This design comes from an exercise in tuning for small area, a short achievable clock period and few clock cycles per item on the open sky130 flow, not from production work. Function was checked by simulation only, so behaviour that the tests miss may differ from the original.

==> flow/design.v <==
module brick_sort
   (
    clk,
    rst,
    src_tvalid,
    src_tready,
    src_tdata_raw,
    dest_tvalid,
    dest_tready,
    dest_tdata_raw
    );
   parameter NUM_ELEMS = 16;
   parameter DATA_WIDTH = 8;
   input   clk;
   input   rst;
   input   src_tvalid;
   output  src_tready;
   input [DATA_WIDTH*NUM_ELEMS-1:0] src_tdata_raw;
   output                 dest_tvalid;
   input                  dest_tready;
   output [DATA_WIDTH*NUM_ELEMS-1:0] dest_tdata_raw;
   function gt8;
      input [7:0] a;
      input [7:0] b;
      reg [3:0] g, p;
      reg g32, p32, g10, p10;
      integer i;
      begin
         for (i = 0; i < 4; i = i + 1) begin
            g[i] = (a[2*i+1] & ~b[2*i+1]) | ((((a[2*i+1] | ~b[2*i+1]) & a[2*i]) & ~b[2*i]));
            p[i] = (a[2*i+1] & ~b[2*i+1]) | ((((a[2*i+1] | ~b[2*i+1]) & a[2*i]) | ((a[2*i+1] | ~b[2*i+1]) & ~b[2*i])));
         end
         g10 = g[1] | (p[1] & g[0]);
         g32 = g[3] | (p[3] & g[2]); p32 = g[3] | (p[3] & p[2]);
         gt8 = g32 | (p32 & g10);
      end
   endfunction
   reg [127:0] r1, r2, r3, r4, r5;
   reg [127:0] ro;
   wire [127:0] s0_0;
   wire s0_0_c0 = gt8(src_tdata_raw[7:0], src_tdata_raw[111:104]);
   assign s0_0[7:0] = s0_0_c0 ? src_tdata_raw[111:104] : src_tdata_raw[7:0];
   assign s0_0[111:104] = s0_0_c0 ? src_tdata_raw[7:0] : src_tdata_raw[111:104];
   wire s0_0_c1 = gt8(src_tdata_raw[15:8], src_tdata_raw[103:96]);
   assign s0_0[15:8] = s0_0_c1 ? src_tdata_raw[103:96] : src_tdata_raw[15:8];
   assign s0_0[103:96] = s0_0_c1 ? src_tdata_raw[15:8] : src_tdata_raw[103:96];
   wire s0_0_c2 = gt8(src_tdata_raw[23:16], src_tdata_raw[127:120]);
   assign s0_0[23:16] = s0_0_c2 ? src_tdata_raw[127:120] : src_tdata_raw[23:16];
   assign s0_0[127:120] = s0_0_c2 ? src_tdata_raw[23:16] : src_tdata_raw[127:120];
   wire s0_0_c3 = gt8(src_tdata_raw[31:24], src_tdata_raw[119:112]);
   assign s0_0[31:24] = s0_0_c3 ? src_tdata_raw[119:112] : src_tdata_raw[31:24];
   assign s0_0[119:112] = s0_0_c3 ? src_tdata_raw[31:24] : src_tdata_raw[119:112];
   wire s0_0_c4 = gt8(src_tdata_raw[39:32], src_tdata_raw[71:64]);
   assign s0_0[39:32] = s0_0_c4 ? src_tdata_raw[71:64] : src_tdata_raw[39:32];
   assign s0_0[71:64] = s0_0_c4 ? src_tdata_raw[39:32] : src_tdata_raw[71:64];
   wire s0_0_c5 = gt8(src_tdata_raw[47:40], src_tdata_raw[55:48]);
   assign s0_0[47:40] = s0_0_c5 ? src_tdata_raw[55:48] : src_tdata_raw[47:40];
   assign s0_0[55:48] = s0_0_c5 ? src_tdata_raw[47:40] : src_tdata_raw[55:48];
   wire s0_0_c7 = gt8(src_tdata_raw[63:56], src_tdata_raw[95:88]);
   assign s0_0[63:56] = s0_0_c7 ? src_tdata_raw[95:88] : src_tdata_raw[63:56];
   assign s0_0[95:88] = s0_0_c7 ? src_tdata_raw[63:56] : src_tdata_raw[95:88];
   wire s0_0_c9 = gt8(src_tdata_raw[79:72], src_tdata_raw[87:80]);
   assign s0_0[79:72] = s0_0_c9 ? src_tdata_raw[87:80] : src_tdata_raw[79:72];
   assign s0_0[87:80] = s0_0_c9 ? src_tdata_raw[79:72] : src_tdata_raw[87:80];
   wire [127:0] s1_0;
   wire s1_0_c0 = gt8(r1[7:0], r1[47:40]);
   assign s1_0[7:0] = s1_0_c0 ? r1[47:40] : r1[7:0];
   assign s1_0[47:40] = s1_0_c0 ? r1[7:0] : r1[47:40];
   wire s1_0_c1 = gt8(r1[15:8], r1[63:56]);
   assign s1_0[15:8] = s1_0_c1 ? r1[63:56] : r1[15:8];
   assign s1_0[63:56] = s1_0_c1 ? r1[15:8] : r1[63:56];
   wire s1_0_c2 = gt8(r1[23:16], r1[79:72]);
   assign s1_0[23:16] = s1_0_c2 ? r1[79:72] : r1[23:16];
   assign s1_0[79:72] = s1_0_c2 ? r1[23:16] : r1[79:72];
   wire s1_0_c3 = gt8(r1[31:24], r1[39:32]);
   assign s1_0[31:24] = s1_0_c3 ? r1[39:32] : r1[31:24];
   assign s1_0[39:32] = s1_0_c3 ? r1[31:24] : r1[39:32];
   wire s1_0_c6 = gt8(r1[55:48], r1[111:104]);
   assign s1_0[55:48] = s1_0_c6 ? r1[111:104] : r1[55:48];
   assign s1_0[111:104] = s1_0_c6 ? r1[55:48] : r1[111:104];
   wire s1_0_c8 = gt8(r1[71:64], r1[119:112]);
   assign s1_0[71:64] = s1_0_c8 ? r1[119:112] : r1[71:64];
   assign s1_0[119:112] = s1_0_c8 ? r1[71:64] : r1[119:112];
   wire s1_0_c10 = gt8(r1[87:80], r1[127:120]);
   assign s1_0[87:80] = s1_0_c10 ? r1[127:120] : r1[87:80];
   assign s1_0[127:120] = s1_0_c10 ? r1[87:80] : r1[127:120];
   wire s1_0_c11 = gt8(r1[95:88], r1[103:96]);
   assign s1_0[95:88] = s1_0_c11 ? r1[103:96] : r1[95:88];
   assign s1_0[103:96] = s1_0_c11 ? r1[95:88] : r1[103:96];
   wire [127:0] s1_1;
   wire s1_1_c0 = gt8(s1_0[7:0], s1_0[15:8]);
   assign s1_1[7:0] = s1_1_c0 ? s1_0[15:8] : s1_0[7:0];
   assign s1_1[15:8] = s1_1_c0 ? s1_0[7:0] : s1_0[15:8];
   wire s1_1_c2 = gt8(s1_0[23:16], s1_0[31:24]);
   assign s1_1[23:16] = s1_1_c2 ? s1_0[31:24] : s1_0[23:16];
   assign s1_1[31:24] = s1_1_c2 ? s1_0[23:16] : s1_0[31:24];
   wire s1_1_c4 = gt8(s1_0[39:32], s1_0[47:40]);
   assign s1_1[39:32] = s1_1_c4 ? s1_0[47:40] : s1_0[39:32];
   assign s1_1[47:40] = s1_1_c4 ? s1_0[39:32] : s1_0[47:40];
   wire s1_1_c6 = gt8(s1_0[55:48], s1_0[71:64]);
   assign s1_1[55:48] = s1_1_c6 ? s1_0[71:64] : s1_0[55:48];
   assign s1_1[71:64] = s1_1_c6 ? s1_0[55:48] : s1_0[71:64];
   wire s1_1_c7 = gt8(s1_0[63:56], s1_0[79:72]);
   assign s1_1[63:56] = s1_1_c7 ? s1_0[79:72] : s1_0[63:56];
   assign s1_1[79:72] = s1_1_c7 ? s1_0[63:56] : s1_0[79:72];
   wire s1_1_c10 = gt8(s1_0[87:80], s1_0[95:88]);
   assign s1_1[87:80] = s1_1_c10 ? s1_0[95:88] : s1_0[87:80];
   assign s1_1[95:88] = s1_1_c10 ? s1_0[87:80] : s1_0[95:88];
   wire s1_1_c12 = gt8(s1_0[103:96], s1_0[111:104]);
   assign s1_1[103:96] = s1_1_c12 ? s1_0[111:104] : s1_0[103:96];
   assign s1_1[111:104] = s1_1_c12 ? s1_0[103:96] : s1_0[111:104];
   wire s1_1_c14 = gt8(s1_0[119:112], s1_0[127:120]);
   assign s1_1[119:112] = s1_1_c14 ? s1_0[127:120] : s1_0[119:112];
   assign s1_1[127:120] = s1_1_c14 ? s1_0[119:112] : s1_0[127:120];
   wire [127:0] s2_0;
   wire s2_0_c0 = gt8(r2[7:0], r2[23:16]);
   assign s2_0[7:0] = s2_0_c0 ? r2[23:16] : r2[7:0];
   assign s2_0[23:16] = s2_0_c0 ? r2[7:0] : r2[23:16];
   wire s2_0_c1 = gt8(r2[15:8], r2[31:24]);
   assign s2_0[15:8] = s2_0_c1 ? r2[31:24] : r2[15:8];
   assign s2_0[31:24] = s2_0_c1 ? r2[15:8] : r2[31:24];
   wire s2_0_c4 = gt8(r2[39:32], r2[87:80]);
   assign s2_0[39:32] = s2_0_c4 ? r2[87:80] : r2[39:32];
   assign s2_0[87:80] = s2_0_c4 ? r2[39:32] : r2[87:80];
   wire s2_0_c5 = gt8(r2[47:40], r2[95:88]);
   assign s2_0[47:40] = s2_0_c5 ? r2[95:88] : r2[47:40];
   assign s2_0[95:88] = s2_0_c5 ? r2[47:40] : r2[95:88];
   wire s2_0_c6 = gt8(r2[55:48], r2[63:56]);
   assign s2_0[55:48] = s2_0_c6 ? r2[63:56] : r2[55:48];
   assign s2_0[63:56] = s2_0_c6 ? r2[55:48] : r2[63:56];
   wire s2_0_c8 = gt8(r2[71:64], r2[79:72]);
   assign s2_0[71:64] = s2_0_c8 ? r2[79:72] : r2[71:64];
   assign s2_0[79:72] = s2_0_c8 ? r2[71:64] : r2[79:72];
   wire s2_0_c12 = gt8(r2[103:96], r2[119:112]);
   assign s2_0[103:96] = s2_0_c12 ? r2[119:112] : r2[103:96];
   assign s2_0[119:112] = s2_0_c12 ? r2[103:96] : r2[119:112];
   wire s2_0_c13 = gt8(r2[111:104], r2[127:120]);
   assign s2_0[111:104] = s2_0_c13 ? r2[127:120] : r2[111:104];
   assign s2_0[127:120] = s2_0_c13 ? r2[111:104] : r2[127:120];
   wire [127:0] s2_1;
   wire s2_1_c1 = gt8(s2_0[15:8], s2_0[23:16]);
   assign s2_1[15:8] = s2_1_c1 ? s2_0[23:16] : s2_0[15:8];
   assign s2_1[23:16] = s2_1_c1 ? s2_0[15:8] : s2_0[23:16];
   wire s2_1_c3 = gt8(s2_0[31:24], s2_0[103:96]);
   assign s2_1[31:24] = s2_1_c3 ? s2_0[103:96] : s2_0[31:24];
   assign s2_1[103:96] = s2_1_c3 ? s2_0[31:24] : s2_0[103:96];
   wire s2_1_c4 = gt8(s2_0[39:32], s2_0[55:48]);
   assign s2_1[39:32] = s2_1_c4 ? s2_0[55:48] : s2_0[39:32];
   assign s2_1[55:48] = s2_1_c4 ? s2_0[39:32] : s2_0[55:48];
   wire s2_1_c5 = gt8(s2_0[47:40], s2_0[63:56]);
   assign s2_1[47:40] = s2_1_c5 ? s2_0[63:56] : s2_0[47:40];
   assign s2_1[63:56] = s2_1_c5 ? s2_0[47:40] : s2_0[63:56];
   wire s2_1_c8 = gt8(s2_0[71:64], s2_0[87:80]);
   assign s2_1[71:64] = s2_1_c8 ? s2_0[87:80] : s2_0[71:64];
   assign s2_1[87:80] = s2_1_c8 ? s2_0[71:64] : s2_0[87:80];
   wire s2_1_c9 = gt8(s2_0[79:72], s2_0[95:88]);
   assign s2_1[79:72] = s2_1_c9 ? s2_0[95:88] : s2_0[79:72];
   assign s2_1[95:88] = s2_1_c9 ? s2_0[79:72] : s2_0[95:88];
   wire s2_1_c13 = gt8(s2_0[111:104], s2_0[119:112]);
   assign s2_1[111:104] = s2_1_c13 ? s2_0[119:112] : s2_0[111:104];
   assign s2_1[119:112] = s2_1_c13 ? s2_0[111:104] : s2_0[119:112];
   assign s2_1[7:0] = s2_0[7:0];
   assign s2_1[127:120] = s2_0[127:120];
   wire [127:0] s3_0;
   wire s3_0_c1 = gt8(r3[15:8], r3[39:32]);
   assign s3_0[15:8] = s3_0_c1 ? r3[39:32] : r3[15:8];
   assign s3_0[39:32] = s3_0_c1 ? r3[15:8] : r3[39:32];
   wire s3_0_c2 = gt8(r3[23:16], r3[55:48]);
   assign s3_0[23:16] = s3_0_c2 ? r3[55:48] : r3[23:16];
   assign s3_0[55:48] = s3_0_c2 ? r3[23:16] : r3[55:48];
   wire s3_0_c5 = gt8(r3[47:40], r3[71:64]);
   assign s3_0[47:40] = s3_0_c5 ? r3[71:64] : r3[47:40];
   assign s3_0[71:64] = s3_0_c5 ? r3[47:40] : r3[71:64];
   wire s3_0_c7 = gt8(r3[63:56], r3[87:80]);
   assign s3_0[63:56] = s3_0_c7 ? r3[87:80] : r3[63:56];
   assign s3_0[87:80] = s3_0_c7 ? r3[63:56] : r3[87:80];
   wire s3_0_c9 = gt8(r3[79:72], r3[111:104]);
   assign s3_0[79:72] = s3_0_c9 ? r3[111:104] : r3[79:72];
   assign s3_0[111:104] = s3_0_c9 ? r3[79:72] : r3[111:104];
   wire s3_0_c11 = gt8(r3[95:88], r3[119:112]);
   assign s3_0[95:88] = s3_0_c11 ? r3[119:112] : r3[95:88];
   assign s3_0[119:112] = s3_0_c11 ? r3[95:88] : r3[119:112];
   assign s3_0[7:0] = r3[7:0];
   assign s3_0[31:24] = r3[31:24];
   assign s3_0[103:96] = r3[103:96];
   assign s3_0[127:120] = r3[127:120];
   wire [127:0] s3_1;
   wire s3_1_c2 = gt8(s3_0[23:16], s3_0[39:32]);
   assign s3_1[23:16] = s3_1_c2 ? s3_0[39:32] : s3_0[23:16];
   assign s3_1[39:32] = s3_1_c2 ? s3_0[23:16] : s3_0[39:32];
   wire s3_1_c3 = gt8(s3_0[31:24], s3_0[55:48]);
   assign s3_1[31:24] = s3_1_c3 ? s3_0[55:48] : s3_0[31:24];
   assign s3_1[55:48] = s3_1_c3 ? s3_0[31:24] : s3_0[55:48];
   wire s3_1_c9 = gt8(s3_0[79:72], s3_0[103:96]);
   assign s3_1[79:72] = s3_1_c9 ? s3_0[103:96] : s3_0[79:72];
   assign s3_1[103:96] = s3_1_c9 ? s3_0[79:72] : s3_0[103:96];
   wire s3_1_c11 = gt8(s3_0[95:88], s3_0[111:104]);
   assign s3_1[95:88] = s3_1_c11 ? s3_0[111:104] : s3_0[95:88];
   assign s3_1[111:104] = s3_1_c11 ? s3_0[95:88] : s3_0[111:104];
   assign s3_1[7:0] = s3_0[7:0];
   assign s3_1[15:8] = s3_0[15:8];
   assign s3_1[47:40] = s3_0[47:40];
   assign s3_1[63:56] = s3_0[63:56];
   assign s3_1[71:64] = s3_0[71:64];
   assign s3_1[87:80] = s3_0[87:80];
   assign s3_1[119:112] = s3_0[119:112];
   assign s3_1[127:120] = s3_0[127:120];
   wire [127:0] s4_0;
   wire s4_0_c3 = gt8(r4[31:24], r4[47:40]);
   assign s4_0[31:24] = s4_0_c3 ? r4[47:40] : r4[31:24];
   assign s4_0[47:40] = s4_0_c3 ? r4[31:24] : r4[47:40];
   wire s4_0_c6 = gt8(r4[55:48], r4[71:64]);
   assign s4_0[55:48] = s4_0_c6 ? r4[71:64] : r4[55:48];
   assign s4_0[71:64] = s4_0_c6 ? r4[55:48] : r4[71:64];
   wire s4_0_c7 = gt8(r4[63:56], r4[79:72]);
   assign s4_0[63:56] = s4_0_c7 ? r4[79:72] : r4[63:56];
   assign s4_0[79:72] = s4_0_c7 ? r4[63:56] : r4[79:72];
   wire s4_0_c10 = gt8(r4[87:80], r4[103:96]);
   assign s4_0[87:80] = s4_0_c10 ? r4[103:96] : r4[87:80];
   assign s4_0[103:96] = s4_0_c10 ? r4[87:80] : r4[103:96];
   assign s4_0[7:0] = r4[7:0];
   assign s4_0[15:8] = r4[15:8];
   assign s4_0[23:16] = r4[23:16];
   assign s4_0[39:32] = r4[39:32];
   assign s4_0[95:88] = r4[95:88];
   assign s4_0[111:104] = r4[111:104];
   assign s4_0[119:112] = r4[119:112];
   assign s4_0[127:120] = r4[127:120];
   wire [127:0] s4_1;
   wire s4_1_c3 = gt8(s4_0[31:24], s4_0[39:32]);
   assign s4_1[31:24] = s4_1_c3 ? s4_0[39:32] : s4_0[31:24];
   assign s4_1[39:32] = s4_1_c3 ? s4_0[31:24] : s4_0[39:32];
   wire s4_1_c5 = gt8(s4_0[47:40], s4_0[55:48]);
   assign s4_1[47:40] = s4_1_c5 ? s4_0[55:48] : s4_0[47:40];
   assign s4_1[55:48] = s4_1_c5 ? s4_0[47:40] : s4_0[55:48];
   wire s4_1_c7 = gt8(s4_0[63:56], s4_0[71:64]);
   assign s4_1[63:56] = s4_1_c7 ? s4_0[71:64] : s4_0[63:56];
   assign s4_1[71:64] = s4_1_c7 ? s4_0[63:56] : s4_0[71:64];
   wire s4_1_c9 = gt8(s4_0[79:72], s4_0[87:80]);
   assign s4_1[79:72] = s4_1_c9 ? s4_0[87:80] : s4_0[79:72];
   assign s4_1[87:80] = s4_1_c9 ? s4_0[79:72] : s4_0[87:80];
   wire s4_1_c11 = gt8(s4_0[95:88], s4_0[103:96]);
   assign s4_1[95:88] = s4_1_c11 ? s4_0[103:96] : s4_0[95:88];
   assign s4_1[103:96] = s4_1_c11 ? s4_0[95:88] : s4_0[103:96];
   assign s4_1[7:0] = s4_0[7:0];
   assign s4_1[15:8] = s4_0[15:8];
   assign s4_1[23:16] = s4_0[23:16];
   assign s4_1[111:104] = s4_0[111:104];
   assign s4_1[119:112] = s4_0[119:112];
   assign s4_1[127:120] = s4_0[127:120];
   wire [127:0] s5_0;
   wire s5_0_c6 = gt8(r5[55:48], r5[63:56]);
   assign s5_0[55:48] = s5_0_c6 ? r5[63:56] : r5[55:48];
   assign s5_0[63:56] = s5_0_c6 ? r5[55:48] : r5[63:56];
   wire s5_0_c8 = gt8(r5[71:64], r5[79:72]);
   assign s5_0[71:64] = s5_0_c8 ? r5[79:72] : r5[71:64];
   assign s5_0[79:72] = s5_0_c8 ? r5[71:64] : r5[79:72];
   assign s5_0[7:0] = r5[7:0];
   assign s5_0[15:8] = r5[15:8];
   assign s5_0[23:16] = r5[23:16];
   assign s5_0[31:24] = r5[31:24];
   assign s5_0[39:32] = r5[39:32];
   assign s5_0[47:40] = r5[47:40];
   assign s5_0[87:80] = r5[87:80];
   assign s5_0[95:88] = r5[95:88];
   assign s5_0[103:96] = r5[103:96];
   assign s5_0[111:104] = r5[111:104];
   assign s5_0[119:112] = r5[119:112];
   assign s5_0[127:120] = r5[127:120];
   wire [127:0] sorted = s5_0;
   reg v1, v2, v3, v4, v5;
   reg t1, t2, t3, t4, t5;
   reg rot;         
   reg ro_valid;
   wire front_v = v5;
   wire front_t = t5;
   wire ro_free = !ro_valid || dest_tready;
   wire exit_ok = front_v && (!rot || front_t) && ro_free;
   wire wrap = front_v && !exit_ok;
   wire rot_n = rot ? !exit_ok : wrap;
   wire ro_valid_n = ro_free ? exit_ok : ro_valid;
   reg rdy_free, rdy_tr;
   assign src_tready = !rst && (rdy_free || (rdy_tr && dest_tready));
   assign dest_tvalid = !rst && ro_valid;
   assign dest_tdata_raw = ro;
   wire take = src_tvalid && src_tready;
   always @(posedge clk) begin
      r1 <= wrap ? r5 : s0_0;
      r2 <= s1_1;
      r3 <= s2_1;
      r4 <= s3_1;
      r5 <= s4_1;
      if (ro_free) ro <= sorted;
      t1 <= wrap && (!rot || front_t);
      t2 <= t1;
      t3 <= t2;
      t4 <= t3;
      t5 <= t4;
      if (rst) begin
         v1 <= 1'b0;
         v2 <= 1'b0;
         v3 <= 1'b0;
         v4 <= 1'b0;
         v5 <= 1'b0;
         rot <= 1'b0;
         ro_valid <= 1'b0;
         rdy_free <= 1'b1;
         rdy_tr <= 1'b1;
      end else begin
         v1 <= wrap || take;
         v2 <= v1;
         v3 <= v2;
         v4 <= v3;
         v5 <= v4;
         rot <= rot_n;
         ro_valid <= ro_valid_n;
         rdy_free <= !rot_n && !(v4 && ro_valid_n);
         rdy_tr <= !rot_n;
      end
   end
endmodule
==> flow/flow/run.sh <==
#!/bin/bash
# Layout flow: the standard flow (standard.sh), except that the
# synthesis step maps the logic with the delay-driven ABC script in
# flow/abc_speed.script instead of ORFS's abc_speed.script.  Synthesis is
# otherwise ORFS's, run by standard.sh with the standard flow's synthesis script, so the
# registers (names, count, cell types) are those of the standard synthesis.
set -euo pipefail
here=$(pwd)
rm -rf "$here/scripts_abc"
cp -r "$FLOW_HOME/scripts" "$here/scripts_abc"
cp "$here/flow/abc_speed.script" "$here/scripts_abc/abc_speed.script"
bash standard.sh SCRIPTS_DIR="$here/scripts_abc" synth > "$here/synth.log" 2>&1
bash standard.sh > "$here/layout.log" 2>&1
==> flow/flow/abc_speed.script <==
strash
dch -f
map -D 1200
topo
buffer -p
upsize -D 1200
dnsize -D 1200
stime -p
==> flow/standard.sh <==
#!/bin/bash
# synth_recipe.tcl (not shown) runs the flow's synth.tcl, then flattens the netlist and writes it again
# the make line also repeats each setting of config.mk as NAME=value (left out here)
make -C /OpenROAD-flow-scripts/flow DESIGN_CONFIG=/design/flow/config.mk WORK_HOME=/design/flow/orfs CLKGATE_MAP_FILE= SYNTH_SCRIPT=/design/flow/synth_recipe.tcl "${@:-finish}"
==> flow/config.mk <==
export PLATFORM = sky130hd
export DESIGN_NAME = brick_sort
export DESIGN_NICKNAME = brick_sort
export VERILOG_FILES = /design/flow/design.v
export SDC_FILE = /design/flow/constraint.sdc
export NUM_CORES = 4
export LEC_CHECK = 0
export CAP_MARGIN = 20
export CORE_MARGIN = 2
export CORE_UTILIZATION = 40
export CTS_BUF_LIST = sky130_fd_sc_hd__clkbuf_8
export SETUP_SLACK_MARGIN = 2.9
export SLEW_MARGIN = 20
==> flow/constraint.sdc <==
create_clock -name core_clock -period 6.0 [get_ports {clk}]
set_input_delay 1.2000 -clock core_clock [delete_from_list [all_inputs] [get_ports {clk}]]
set_output_delay 1.2000 -clock core_clock [all_outputs]
set_load 0.01 [all_outputs]
==> results of run 1 <==
[worst max-delay path, stage by stage, from the launching register on]
cell	delay, ps
dfxtp_4	480
inv_1	120
nand2_1	200
nand3_2	150
nand4_1	190
nand3_4	180
o21ai_0	400
nand2_1	130
nand2_1	160
a21boi_0	370
a21oi_4	130
buf_12	160
o211ai_1	90
nand2_1	180
[cells by family (layout without fill, tap and decap cells)]
logic type / after synthesis / count (layout) / share of synthesized area
mux: 2 / 2 / 0.000442
buf+inv: 1227 / 1775 / 0.107
flops: 782 / 782 / 0.374
other cells: 0 / 10 / 0
simple gates: 2736 / 2744 / 0.260
compound gates: 1814 / 1822 / 0.259
[final cells by class]
type                            instances  area (um2)
Inverter                              963        3640
Tap cell                             1500        1880
Fill cell                           11300       55900
Sequential cell                       782       17000
Clock buffer                          169        2330
Antenna cell                           10        25.0
Timing Repair Buffer                  553        5200
Clock inverter                         90         885
Multi-Input combinational cell       4568       25700
[metal layers]
metal | part of all wire | GRT usage | vias up
met1 | 0.42 | 0.506 | 24400
li1 | - | - | 23800
met4 | 0.068 | 0.221 | 24
met2 | 0.40 | 0.502 | 3090
met3 | 0.12 | 0.0935 | 537
met5 | 0.00066 | 0 | -
[metrics by stage]
stage	hold WS, ps	setup WS [ps]
6_report	315	2870
5_1_grt	326	2760
4_1_cts	317	2890
3_5_place_dp	312	1620
3_3_place_gp	310	1610
2_1_floorplan	310	2410
[registers in the layout (all words and copies together) (netlist names), 128 cells and up]
register and cells:
r4 128, r3 128, r1 128, r2 128
r5 128, ro 128
[cells in the final DEF, fill, tap and decap left out, drive strengths merged, types with 37 or more instances in the layout]
cell           count
nand2           1549
inv              990
o21ai            755
dfxtp            654
nand3            606
o22ai            343
nor2             340
buf              293
clkdlybuf4s50    257
nand4            203
clkbuf           169
a21oi            141
edfxtp           128
o211ai           123
o2111ai           79
a31oi             78
a41oi             71
o221ai            57
a22oi             46
clkinv            37
[how the worst max path moves through the flow]
stage / start / end / depth (start not counted)
6_report: r2[79] / r3[68] / 13
2_1_floorplan: dest_tready / ro[0] / 2
3_3_place_gp: dest_tready / r1[125] / 8
5_1_grt: r2[79] / r3[94] / 14
4_1_cts: r1[94] / r2[102] / 11
3_5_place_dp: dest_tready / r1[125] / 8
[repair_timing]
item,in CTS,in global routing
resized for setup,267,257
buffers inserted,103,149
pin swaps,41,61
gates cloned,5,11
endpoints found under the setup margin,380,384
==> run notes, run 1 <==
Yosys top cell by area dfxtp_1; via count 51800; Critical Setup Path Class reg -> reg; RR Endpoint r3[68]; WHS Path Cells 0; Post-Syn Nets 6693; most numerous cell in the Yosys netlist nand2_1; CP endpoint kind flop; H-Tree Depth 4; average wire per standard cell 25.9 um; Area after DPL 48900 um2; fin crit share 0.522; Synth warnings 1; CTS root buf clkbuf_8; final instance area 56600 um2; min-delay worst type reg -> reg; TritonCTS buffer count 140; maximum clock path buffer count 3; final core utilization 0.503; fraction of registers with async set/reset 0; die width 341 um; maximum clock frequency 319 MHz; Detailed Routing Iterations Pass 1 7; min Tclk post-route 3130 ps; setup_tns 0 ps; die area 116000 um2; FF-to-FF Start r2[79]; first-pass GRT wire length 311000 um; #FFs+latches synth 782; DR vias/cell 6.00; Final Hold Vio Count 0; starting DRC count in detailed routing 7207; Max-Slew Margin vs Limit 0.163; Cells after Synth 6561; Die Span Y 341 um; crit start category flop; initial antenna violation count 27; I/O Pins 262; placed cells 8098; Max-Cap Viols 0; Layout Skew 56.4 ps; main flop type after synthesis dfxtp_1; crit path max fanout 11; EDFF count, synth 128; synth cell count leaders nand2_1 (1542), inv_1 (950), o21ai_0 (691), dfxtp_1 (654), nand3_1 (600); Area Growth Syn to Fin 24.9%; R2R depth 13; Yosys top cell area share 0.289; Hold Path End r5[15]; Reg2Reg Setup Slack 2870 ps; Initial Utilization 0.403; worst-margin pin slew 1240 ps; RSZ-0062 raised after global routing true; final-report max-slew violation count 0; hold_sp r4[15]; largest net degree at the start of global routing 139; hold_buf cts 0; CTS tree built; number of nets with antenna violations after routing 0; Core Area 112000 um2; count of final setup violators 0; Clock Sinks 782; fraction of layout cells with a size suffix above 1 0.131; WP data arrival 3820 ps; dpl hpwl 174000 um; CP required 6690 ps; Distinct cells, synth 64; Worst-path clk slew 60 ps; vias in the first global route 45900; sequential cell area fraction in the yosys report 0.374; mapped cell area 45300 um2; Finished Layout Cells 8635; clk latency of the worst-skew pair 900 ps; routability cong. 1.05; largest cells by area after synthesis dfxtp_1 (29%), nand2_1 (13%), edfxtp_1 (8.5%), inv_1 (7.9%), o21ai_0 (7.6%); Post-route DRC 0; fin nets 7140; Syn Area/Cell 6.91 um2; final WL 223000 um; Port Buf Inserts 261; total congestion overflow 0; Tot GR Track Use 0.364; status timing/DRC/antenna clean; row cnt 123
Testbench counts, summed over its fixed seeds: cycles 1,008, items 960.
==> inputs of run 2 (changes only) <==
==> flow/flow/abc_speed.script (replaced) <==
strash
dch -f
map -D 1500
topo
buffer -p
upsize -D 1500
dnsize -D 1500
stime -p
==> run 2 against run 1 <==
Net effect:
- non-clock buffer count fell by 236
- clock skew fell by 23 ps
- global-route usage fell by 9.5 points
==> run notes, run 2 <==
row cnt 110; fraction of layout cells with a size suffix above 1 0.0980; largest cells by area after synthesis dfxtp_1 (36%), o21ai_0 (12%), edfxtp_1 (11%), nand2_1 (10%), inv_1 (6.1%); largest net degree at the start of global routing 75; status timing/DRC/antenna clean; min-delay worst type reg -> reg; Area Growth Syn to Fin 21.6%; clk latency of the worst-skew pair 820 ps; Post-Syn Nets 4973; I/O Pins 262; routability cong. 0.979; mapped cell area 36200 um2; Core Area 89700 um2; Syn Area/Cell 7.47 um2; placed cells 6096; Detailed Routing Iterations Pass 1 6; average wire per standard cell 20.5 um; Critical Setup Path Class reg -> reg; Max-Slew Margin vs Limit 0.370; total congestion overflow 0; Yosys top cell area share 0.362; Finished Layout Cells 6417; Synth warnings 1; dpl hpwl 101000 um; Cells after Synth 4841; Yosys top cell by area dfxtp_1; commonest non-fill, non-tap cell in the layout nand2_1; Max-Cap Viols 0; H-Tree Depth 4; Post-route DRC 0; DR vias/cell 5.41; fin crit share 0.513; worst-margin pin slew 935 ps; initial antenna violation count 9; GRT met3 Usage 0.0436; most frequent cells in the layout nand2_1 (993), o21ai_0 (697), dfxtp_1 (645); CTS root buf clkbuf_8; maximum clock frequency 325 MHz; #FFs+latches synth 782; sequential cell area fraction in the yosys report 0.468; setup_tns 0 ps; final-report max-slew violation count 0; first-pass GRT wire length 188000 um; GR peak layer met2; TritonCTS buffer count 137; WP data arrival 3760 ps; met1 Use GR 0.359; Initial Utilization 0.403; starting DRC count in detailed routing 3355; most numerous cell in the Yosys netlist nand2_1; final WL 131000 um; RSZ-0062 raised after global routing true; die width 305 um; crit path max fanout 8; crit start category flop; Port Buf Inserts 261; Worst Setup SP r1[69]; fin nets 5257; count of final setup violators 0; Setup crit end r2[49]; Area after DPL 39400 um2; final instance area 44000 um2; fraction of registers with async set/reset 0; CTS tree built; die area 92800 um2; Reg2Reg Setup Slack 2920 ps; synth cell count leaders nand2_1 (1001), o21ai_0 (835), dfxtp_1 (654), inv_1 (584), nor2_1 (374); Worst-path clk slew 70 ps; vias in the first global route 30400; CP required 6680 ps; min Tclk post-route 3080 ps; number of nets with antenna violations after routing 0; Layout Skew 33.0 ps; Distinct cells, synth 71; maximum clock path buffer count 3; EDFF count, synth 128; Die Span Y 305 um; M2 GR Usage 0.420; CP endpoint kind flop; via count 34700; RR Endpoint r2[49]; R2R depth 14; Final Hold Vio Count 0; Tot GR Track Use 0.269; Clock Sinks 782; FF-to-FF Start r1[69]; main flop type after synthesis dfxtp_1
## run 2: cell count changes in the layout (fill, tap and decap cells not counted), moves of 47 or more
cell / before / now
o21ai_1: 116 / 277
o211ai_1: 118 / 14
nand4_1: 198 / 8
o22ai_1: 336 / 139
dfxtp_1: 598 / 645
o2111ai_1: 67 / 18
inv_1: 968 / 610
nand2_1: 1491 / 993
dfxtp_2: 53 / 6
a21oi_1: 99 / 180
o21ai_0: 603 / 697
buf_4: 251 / 43
o221ai_1: 53 / 2
nand3_1: 569 / 157
## run 2: final cells by class
cell class                 instances  area, um2
inverter                         594       2250
clock inverter                    86        797
sequential                       782      17000
tap                             1176       1470
multi-input combinational       3293      17100
clock buffer                     164       2260
antenna                            5       12.5
timing repair buffer             317       3140
fill                            8887      45800
## run 2: how the worst min path moves through the flow
| stage | from | end | cells past startpoint |
|---|---|---|---|
| detailed placement | r4[14] | r5[14] | 0 |
| global route | r4[118] | r5[118] | 0 |
| floorplan | r3[0] | r4[0] | 0 |
| global placement | r3[124] | r4[124] | 0 |
| CTS | r4[122] | r5[122] | 0 |
| finish | r4[122] | r5[122] | 0 |
## run 2: layer usage
layer	part of all wire	vias to the layer above
li1	-	17100
met1	0.43	16000
met2	0.44	1377
met3	0.075	256
met4	0.054	2
met5	0.000084	-
## run 2: worst max-delay path: stages, from the launching register on
cell,delay (ps)
dfxtp_2,440
inv_1,130
or2_1,240
nand3_1,90
o2111ai_2,180
o211a_4,340
nand2_1,60
o21a_1,240
nand2_1,170
a31oi_2,220
o2111ai_2,170
nor2_4,290
buf_12,150
o21ai_0,80
o31ai_1,150
## run 2: cells by family after synthesis
logic type	Yosys count	synth area share
DFF	782	0.468
AOI/OAI and AO/OA	1653	0.262
buffers and inverters	795	0.0905
and+or+nand+nor	1611	0.180
## run 2: timing repair
action,4_1_cts,5_1_grt
hold buffers,0,0
pin swaps,15,15
gates resized for setup,135,218
setup buffers,14,23
cloned,12,17
setup endpoints to repair,356,392
## run 2: per-stage QoR
stage	util	hold WS (ps)	setup slack [ps]
2_1_floorplan	-	310	2410
3_3_place_gp	0.439	310	1680
3_5_place_dp	0.439	312	1780
4_1_cts	0.479	310	2870
5_1_grt	0.490	323	2820
6_report	0.490	306	2920
==> inputs of run 3 (changes only) <==
==> flow/flow/run.sh (replaced) <==
#!/bin/bash
# Layout flow: the standard flow (standard.sh) with two changes:
#  - the synthesis step maps the logic with the delay-driven ABC script in
#    flow/abc_speed.script instead of ORFS's abc_speed.script; synthesis is
#    otherwise ORFS's, run by standard.sh with the standard flow's synthesis script, so
#    the registers (names, count, cell types) are those of the standard
#    synthesis;
#  - every input and output port still gets its own buffer, but a
#    buf_1 (BUFFER_PORTS_ARGS) instead of the cell buffer_ports picks.
# Each step's full output is in synth.log and layout.log here, and ORFS's
# per-step logs are under orfs/logs.
set -euo pipefail
here=$(pwd)
rm -rf "$here/scripts_abc"
cp -r "$FLOW_HOME/scripts" "$here/scripts_abc"
cp "$here/flow/abc_speed.script" "$here/scripts_abc/abc_speed.script"
bash standard.sh SCRIPTS_DIR="$here/scripts_abc" synth > "$here/synth.log" 2>&1
bash standard.sh BUFFER_PORTS_ARGS="-buffer_cell sky130_fd_sc_hd__buf_1" finish > "$here/layout.log" 2>&1
==> run 3 against run 2 <==
Net effect:
- still clean
- routed wire length shrank 0.22%
- die area is the same
- synthesized area is the same
- first-iteration DRC count grew 6.8%
- critical path type unchanged
- critical endpoint is now r2[112]
==> run notes, run 3 <==
status timing/DRC/antenna clean; sequential cell area fraction in the yosys report 0.468; fraction of layout cells with a size suffix above 1 0.0973; worst-margin pin slew 944 ps; Clock Sinks 782; most numerous cell in the Yosys netlist nand2_1; fraction of registers with async set/reset 0; crit path cell chain inv_1 -> a22oi_1 -> o31ai_4 -> a21o_2 -> o21ai_0 -> nand2_1 -> nand3_1 -> o2111ai_1 -> o211a_4 -> a21oi_1; Initial Utilization 0.403; Tot GR Track Use 0.269; Max-Cap Viols 0; worst path bufs/invs 1; die width 305 um; EDFF count, synth 128; setup_tns 0 ps; crit start category flop; dpl hpwl 100000 um; min-delay worst type reg -> reg; delay-heaviest family, CP compound AO/OA/AOI/OAI gates; Syn Area/Cell 7.47 um2; most frequent cells in the layout nand2_1 (996), o21ai_0 (690), dfxtp_1 (647); Yosys top cell by area dfxtp_1; Detailed Routing Iterations Pass 1 8; TritonCTS buffer count 136; main flop type after synthesis dfxtp_1; Worst-path clk slew 60 ps; CP endpoint kind flop; Distinct cells, synth 71; crit path max fanout 16; Cells after Synth 4841; CP required 6700 ps; Critical Setup Path Class reg -> reg; Final Hold Vio Count 0; #FFs+latches synth 782; Hold Path End r5[7]; WHS Path Cells 0; CTS tree built; final WL 131000 um; Post-route DRC 0; total congestion overflow 0; Core Area 89700 um2; H-Tree Depth 4; routability cong. 1.01; vias in the first global route 30400; Synth warnings 1; largest net degree at the start of global routing 101; DR vias/cell 5.42; final-report max-slew violation count 0; Largest stage delay, worst path 600 ps; min Tclk post-route 3080 ps; Port Buf Inserts 261; final instance area 42200 um2; synth cell count leaders nand2_1 (1001), o21ai_0 (835), dfxtp_1 (654), inv_1 (584), nor2_1 (374); Reg2Reg Setup Slack 2920 ps; clk latency of the worst-skew pair 830 ps; row cnt 110; slowest cell on the critical path o21ai_0; die area 92800 um2; Die Span Y 305 um; maximum clock path buffer count 3; Layout Skew 41.9 ps; Area Growth Syn to Fin 16.7%; via count 34900; Area after DPL 37800 um2; number of nets with antenna violations after routing 0; I/O Pins 262; fin crit share 0.513; Post-Syn Nets 4973; starting DRC count in detailed routing 3584; RR Endpoint r2[112]; FF-to-FF Start r1[121]; WP data arrival 3780 ps; commonest non-fill, non-tap cell in the layout nand2_1; hold_ws 313 ps; first-pass GRT wire length 187000 um; Yosys top cell area share 0.362; hold_sp r4[7]; fin nets 5272; count of final setup violators 0; Max-Slew Margin vs Limit 0.371; maximum clock frequency 325 MHz; mapped cell area 36200 um2; largest cells by area after synthesis dfxtp_1 (36%), o21ai_0 (12%), edfxtp_1 (11%), nand2_1 (10%), inv_1 (6.1%); RSZ-0062 raised after global routing true; average wire per standard cell 20.4 um; initial antenna violation count 11; R2R depth 10; CTS root buf clkbuf_8
[run 3: what timing repair did]
item / CTS / global route
buffers inserted: 17 / 34
gates cloned: 11 / 19
pin swaps: 13 / 20
gates resized for setup: 122 / 220
endpoints found under the setup margin: 379 / 384
hold buffers: 0 / 0
[run 3: logic make-up (layout without fill, tap and decap cells)]
group,after synthesis,in the layout,synth area share
AOI/OAI and AO/OA,1653,1666,0.262
buffers and inverters,795,1178,0.0905
DFF,782,782,0.468
other,0,7,0
and+or+nand+nor,1611,1628,0.180
[run 3: layer usage]
layer | part of all wire | vias up | global-route usage
li1 | - | 17100 | -
met1 | 0.43 | 16000 | 0.354
met2 | 0.43 | 1415 | 0.408
met3 | 0.073 | 327 | 0.0496
met4 | 0.066 | 4 | 0.167
met5 | 0.00016 | - | 0
[run 3: worst max-delay path by stage]
| stage | cells past startpoint | end | start |
|---|---|---|---|
| floorplan | 2 | ro[0] | dest_tready |
| global placement | 8 | r1[56] | dest_tready |
| detailed placement | 8 | r1[56] | dest_tready |
| CTS | 14 | r3[35] | r2[63] |
| global route | 15 | r3[30] | r2[103] |
| finish | 10 | r2[112] | r1[121] |
[run 3: cell type report]
cell class	instances	area, um2
fill	9039	47500
multi-input combinational	3294	17100
sequential	782	16900
clock buffer	165	2270
inverter	594	2240
timing repair buffer	332	1570
tap	1176	1470
clock inverter	87	621
antenna	7	17.5
[run 3: metrics by stage]
| step | utilization | cells | worst slack [ps] |
|---|---|---|---|
| 2_1_floorplan | - | 4841 | 2410 |
| 3_3_place_gp | 0.421 | 6096 | 1860 |
| 3_5_place_dp | 0.421 | 6097 | 1800 |
| 4_1_cts | 0.460 | 6377 | 2860 |
| 5_1_grt | 0.470 | 6435 | 2830 |
| 6_report | 0.470 | 6437 | 2920 |
==> inputs of run 4 (changes only) <==
--- a/flow/config.mk
+++ b/flow/config.mk
@@ -10,4 +10,4 @@
 export CORE_UTILIZATION = 40
 export CTS_BUF_LIST = sky130_fd_sc_hd__clkbuf_8
-export SETUP_SLACK_MARGIN = 2.9
+export SETUP_SLACK_MARGIN = 3.0
 export SLEW_MARGIN = 20
==> run 4 against run 3 <==
Net effect:
- routed wire length rose by 0.79%
- via count is 0.84% higher
- setup slack gained 120 ps
- largest cell class unchanged
- still clean
- utilization up 0.65 points
- fmax up 4.0%
- critical path depth grew 3
- flip-flop and latch count stayed put
- worst hold slack better by 3.2 ps
- first-iteration DRC count shrank 3.7%
==> run notes, run 4 <==
status timing/DRC/antenna clean; Post-Syn Nets 4973; Max-Slew Margin vs Limit 0.365; RSZ-0062 raised after global routing true; total congestion overflow 0; EDFF count, synth 128; final core utilization 0.477; WP data arrival 3640 ps; Area Growth Syn to Fin 18.3%; fraction of registers with async set/reset 0; Syn Area/Cell 7.47 um2; hold_buf cts 0; via count 35200; largest cells by area after synthesis dfxtp_1 (36%), o21ai_0 (12%), edfxtp_1 (11%), nand2_1 (10%), inv_1 (6.1%); dpl hpwl 100000 um; I/O Pins 262; Layout Skew 38.3 ps; Detailed Routing Iterations Pass 1 6; Worst-path clk slew 60 ps; routability cong. 1.01; final instance area 42800 um2; Reg2Reg Setup Slack 3040 ps; mapped cell area 36200 um2; Max-Cap Viols 0; main flop type after synthesis dfxtp_1; Die Span Y 305 um; largest family of logic cells by synthesized area compound AO/OA/AOI/OAI gates; Area after DPL 37800 um2; Cells after Synth 4841; RR Endpoint r2[107]; min setup slack post-route 3040 ps; fin nets 5294; Critical Setup Path Class reg -> reg; Synth Area in Compound Gates 0.262; maximum clock frequency 337 MHz; min-delay worst type reg -> reg; Yosys top cell by area dfxtp_1; clk latency of the worst-skew pair 820 ps; maximum clock path buffer count 3; vias in the first global route 30500; Core Area 89700 um2; H-Tree Depth 4; fin crit share 0.494; final WL 132000 um; Yosys top cell area share 0.362; Initial Utilization 0.403; Post-route DRC 0; FF-to-FF Start r1[50]; sequential cell area fraction in the yosys report 0.468; largest net degree at the start of global routing 101; DR vias/cell 5.44; #FFs+latches synth 782; Final Hold Vio Count 0; TritonCTS buffer count 136; CP required 6670 ps; fraction of layout cells with a size suffix above 1 0.114; final-report max-slew violation count 0; # fillers 9007; xor/xnor cell area share of the yosys netlist 0; crit start category flop; hold_sp r4[7]; most numerous cell in the Yosys netlist nand2_1; row cnt 110; die area 92800 um2; setup_tns 0 ps; area share of fa/ha/maj cells after synthesis 0; synth cell count leaders nand2_1 (1001), o21ai_0 (835), dfxtp_1 (654), inv_1 (584), nor2_1 (374); count of final setup violators 0; most frequent cells in the layout nand2_1 (992), o21ai_0 (657), dfxtp_1 (637); number of nets with antenna violations after routing 0; commonest non-fill, non-tap cell in the layout nand2_1; Clock Sinks 782; Simple-Gate Fraction of Synth Area 0.180; WHS Path Cells 0; R2R depth 13; first-pass GRT wire length 187000 um; CTS tree built; starting DRC count in detailed routing 3450; initial antenna violation count 13; worst-margin pin slew 953 ps; mux contribution to synthesized area 0; CP endpoint kind flop; Hold Path End r5[7]; Port Buf Inserts 261; average wire per standard cell 20.4 um; crit path max fanout 32; Synth warnings 1; Distinct cells, synth 71; CTS root buf clkbuf_8; die width 305 um; Setup WS pre-CTS 1800 ps; min Tclk post-route 2960 ps; Tot GR Track Use 0.269
-- run 4: cell counts after synthesis --
Identical to the previous run, type by type.
-- run 4: stage by stage --
step	hold WS (ps)	cells
final	316	6461
after global routing	317	6457
after CTS	306	6379
after detailed placement	312	6097
after global placement	310	6096
after floorplan	310	4841
-- run 4: kinds of logic after synthesis --
kind of cell	Yosys count
AND/OR/NAND/NOR	1611
buffers and inverters	795
flip-flops	782
AO/OA/AOI/OAI	1653
-- run 4: worst max-delay path, cell delays in order, from the launching register on --
cell and delay, ps:
dfxtp_1 540, inv_1 170, a22oi_1 190, a21oi_1 110, o21a_4 330, o21ai_1 390, nor2_1 100, o21ai_1 160
o2111ai_1 130, nor2_2 300, nor2_4 100, buf_4 150, nand2_1 40, o21ai_0 100
-- run 4: metal layers --
| layer | share of wire | GRT usage |
|---|---|---|
| met1 | 0.43 | 0.353 |
| met2 | 0.44 | 0.408 |
| met3 | 0.074 | 0.0506 |
| met4 | 0.062 | 0.170 |
| met5 | 0.00016 | 0 |
-- run 4: layout make-up --
class	instances	area [um2]	area share
clock inverters	87	621	0.0145
well taps	1176	1470	0.0344
repair buffers	346	1730	0.0404
diodes	9	22.5	0.000526
inverters	594	2240	0.0525
multi-input cells	3302	17500	0.408
flip-flops and latches	782	17000	0.396
clock buffers	165	2270	0.0531
-- run 4: repair_timing --
action	4_1_cts	5_1_grt
setup endpoints to repair	417	371
setup buffers	17	47
pin swaps	15	34
gates resized for setup	172	301
cloned	13	26
-- run 4: worst max-delay path by stage --
stage / startpoint / endpoint / slack (ps) / depth (start not counted)
6_report: r1[50] / r2[107] / 3040 / 13
4_1_cts: r2[103] / r3[109] / 2960 / 15
3_5_place_dp: dest_tready / r1[56] / 1800 / 8
3_3_place_gp: dest_tready / r1[56] / 1860 / 8
5_1_grt: r1[69] / r2[54] / 2890 / 13
2_1_floorplan: dest_tready / ro[0] / 2410 / 2
==> inputs of run 5 (changes only) <==
--- a/flow/flow/run.sh
+++ b/flow/flow/run.sh
@@ -7,5 +7,5 @@
 #    synthesis;
 #  - every input and output port still gets its own buffer, but a
-#    buf_1 (BUFFER_PORTS_ARGS) instead of the cell buffer_ports picks.
+#    buf_2 (BUFFER_PORTS_ARGS) instead of the cell buffer_ports picks.
 # Each step's full output is in synth.log and layout.log here, and ORFS's
 # per-step logs are under orfs/logs.
@@ -16,3 +16,3 @@
 cp "$here/flow/abc_speed.script" "$here/scripts_abc/abc_speed.script"
 bash standard.sh SCRIPTS_DIR="$here/scripts_abc" synth > "$here/synth.log" 2>&1
-bash standard.sh BUFFER_PORTS_ARGS="-buffer_cell sky130_fd_sc_hd__buf_1" finish > "$here/layout.log" 2>&1
+bash standard.sh BUFFER_PORTS_ARGS="-buffer_cell sky130_fd_sc_hd__buf_2" finish > "$here/layout.log" 2>&1
--- a/flow/config.mk
+++ b/flow/config.mk
@@ -10,4 +10,4 @@
 export CORE_UTILIZATION = 40
 export CTS_BUF_LIST = sky130_fd_sc_hd__clkbuf_8
-export SETUP_SLACK_MARGIN = 3.0
+export SETUP_SLACK_MARGIN = 2.9
 export SLEW_MARGIN = 20
==> run 5 against run 4 <==
Net effect:
- sequential share of layout area grew 0.27 points
- first-iteration DRC count grew 0.64%
- register-to-register slack lost 100 ps
- cell count shrank 0.77%
- global-route usage grew 0.086 points
- synthesized cell count is the same
- clock skew shrank 7.5 ps
==> run notes, run 5 <==
Layout Skew 30.8 ps; die width 305 um; Yosys top cell area share 0.362; fraction of registers with async set/reset 0; die area 92800 um2; Detailed Routing Iterations Pass 1 9; main flop type after synthesis dfxtp_1; CP required 6650 ps; CTS root buf clkbuf_8; first-pass GRT wire length 187000 um; CP endpoint kind flop; Cells after Synth 4841; WHS Path Cells 0; DR vias/cell 5.41; worst-margin pin slew 989 ps; worst path bufs/invs 1; Port Buf Inserts 261; delay-heaviest family, CP compound AO/OA/AOI/OAI gates; slowest cell on the critical path o21ai_0; RSZ-0062 raised after global routing true; fraction of layout cells with a size suffix above 1 0.143; largest cells by area after synthesis dfxtp_1 (36%), o21ai_0 (12%), edfxtp_1 (11%), nand2_1 (10%), inv_1 (6.1%); Largest stage delay, worst path 530 ps; hold_sp r4[118]; min-delay worst type reg -> reg; synth cell count leaders nand2_1 (1001), o21ai_0 (835), dfxtp_1 (654), inv_1 (584), nor2_1 (374); EDFF count, synth 128; maximum clock path buffer count 3; fin nets 5250; number of nets with antenna violations after routing 0; most numerous cell in the Yosys netlist nand2_1; Area after DPL 38100 um2; WP data arrival 3720 ps; Hold Path End r5[118]; count of final setup violators 0; R2R depth 14; Initial Utilization 0.403; status timing/DRC/antenna clean; Max-Slew Margin vs Limit 0.341; total congestion overflow 0; CTS tree built; routability cong. 0.983; setup_tns 0 ps; commonest non-fill, non-tap cell in the layout nand2_1; RR Endpoint r3[74]; average wire per standard cell 20.5 um; crit-path most repeated cell nand2_1; fin crit share 0.511; Syn Area/Cell 7.47 um2; Distinct cells, synth 71; sequential cell area fraction in the yosys report 0.468; #FFs+latches synth 782; min Tclk post-route 3070 ps; Reg2Reg Setup Slack 2930 ps; Synth warnings 1; crit path cell chain inv_1 -> nand2_1 -> o21ai_1 -> a31oi_1 -> o211ai_1 -> o21a_2 -> o21ai_0 -> a22oi_1 -> nand3_1 -> o211ai_1 -> nand2_1 -> o2111ai_4 -> nand2_1 -> o21ai_0; Worst-path clk slew 60 ps; Clock Sinks 782; area of the multi-input gates 17000 um2; crit path max fanout 16; via count 34700; final WL 132000 um; Post-Syn Nets 4973; Yosys top cell by area dfxtp_1; crit start category flop; # fillers 8995; Max-Cap Viols 0; Core Area 89700 um2; Area Growth Syn to Fin 17.4%; H-Tree Depth 4; Die Span Y 305 um; Post-route DRC 0; CP Depth 14; Final Hold Vio Count 0; FF-to-FF Start r2[71]; final instance area 42500 um2; mapped cell area 36200 um2; largest net degree at the start of global routing 87; I/O Pins 262; maximum clock frequency 326 MHz; Tot GR Track Use 0.270; final-report max-slew violation count 0; hold_buf cts 0; vias in the first global route 30200; most frequent cells in the layout nand2_1 (995), o21ai_0 (697), dfxtp_1 (650); register area 16900 um2; TritonCTS buffer count 134; clk latency of the worst-skew pair 820 ps; row cnt 110; initial antenna violation count 12; Critical Setup Path Class reg -> reg; starting DRC count in detailed routing 3472; dpl hpwl 101000 um
## run 5: cell counts after synthesis
Identical to the previous run, type by type.
## run 5: timing repair
action,4_1_cts,5_1_grt
hold endpoints to repair,0,0
setup endpoints to repair,347,369
cloned,7,19
pin swaps,7,23
resized for setup,112,221
setup buffers,10,25
## run 5: final cells by class
type,count,area share
Multi-Input combinational cell,3290,0.401
Inverter,594,0.0526
Timing Repair Buffer,316,0.0422
Clock inverter,82,0.0164
Sequential cell,782,0.399
Clock buffer,165,0.0535
Tap cell,1176,0.0347
Antenna cell,6,0.000354
## run 5: layer usage
layer / wire (um) / track usage / part of all wire
met1: 56800 / 0.360 / 0.43
met2: 58000 / 0.416 / 0.44
met3: 9350 / 0.0432 / 0.071
met4: 7380 / 0.153 / 0.056
met5: 25 / 0 / 0.00019
## run 5: worst max path at each step
stage | end | from
2_1_floorplan | ro[0] | dest_tready
3_3_place_gp | r3[48] | r2[87]
3_5_place_dp | r3[50] | r2[87]
4_1_cts | r2[46] | r1[45]
5_1_grt | r2[111] | r1[103]
6_report | r3[74] | r2[71]
## run 5: logic make-up after synthesis
logic type,after synthesis,synth area share
AO/OA/AOI/OAI,1653,0.262
AND/OR/NAND/NOR,1611,0.180
buffers and inverters,795,0.0905
flip-flops,782,0.468
## run 5: metrics by stage
stage / instances / hold slack, ps / worst slack, ps / utilization
floorplan: 4841 / 310 / 2410 / -
global placement: 6097 / 310 / 2140 / 0.424
detailed placement: 6097 / 312 / 2040 / 0.424
CTS: 6361 / 313 / 2860 / 0.463
global route: 6408 / 312 / 2840 / 0.473
finish: 6411 / 314 / 2930 / 0.473

-- separate check: timing with driven ports --
The flow's constraints put no driver on any port. The routed layouts listed below were extracted and timed again, unchanged, in two steps.
Step 1 sets driving cells, clkbuf_16 on the clock port and buf_2 on the other inputs (assumed; they add their load-dependent delay and slew).
Step 2 moves the port delays by t, midway between the first and last clock arrival at a register: inputs arrive t later, outputs are due t later. That takes back most of the time a late clock gives input paths.
Slacks: ideal / step 1 / step 2; pairs: ideal / step 1.
run | t, ns | setup slack, ns | worst setup path at the end | cell pins on the clock port's net
run 1 | 0.943 | 2.866 / 2.866 / 2.016 | input to register | 1
run 2 | 0.866 | 2.919 / 2.919 / 2.187 | input to register | 1
run 3 | 0.863 | 2.919 / 2.919 / 2.233 | input to register | 1
run 4 | 0.859 | 3.037 / 3.037 / 2.330 | input to register | 1
run 5 | 0.865 | 2.932 / 2.932 / 2.313 | input to register | 1
After both steps every run listed still meets setup and hold. The setup slack of run 1, which loses most, moves by 0.000 ns with the drivers and by -0.850 ns with both steps.
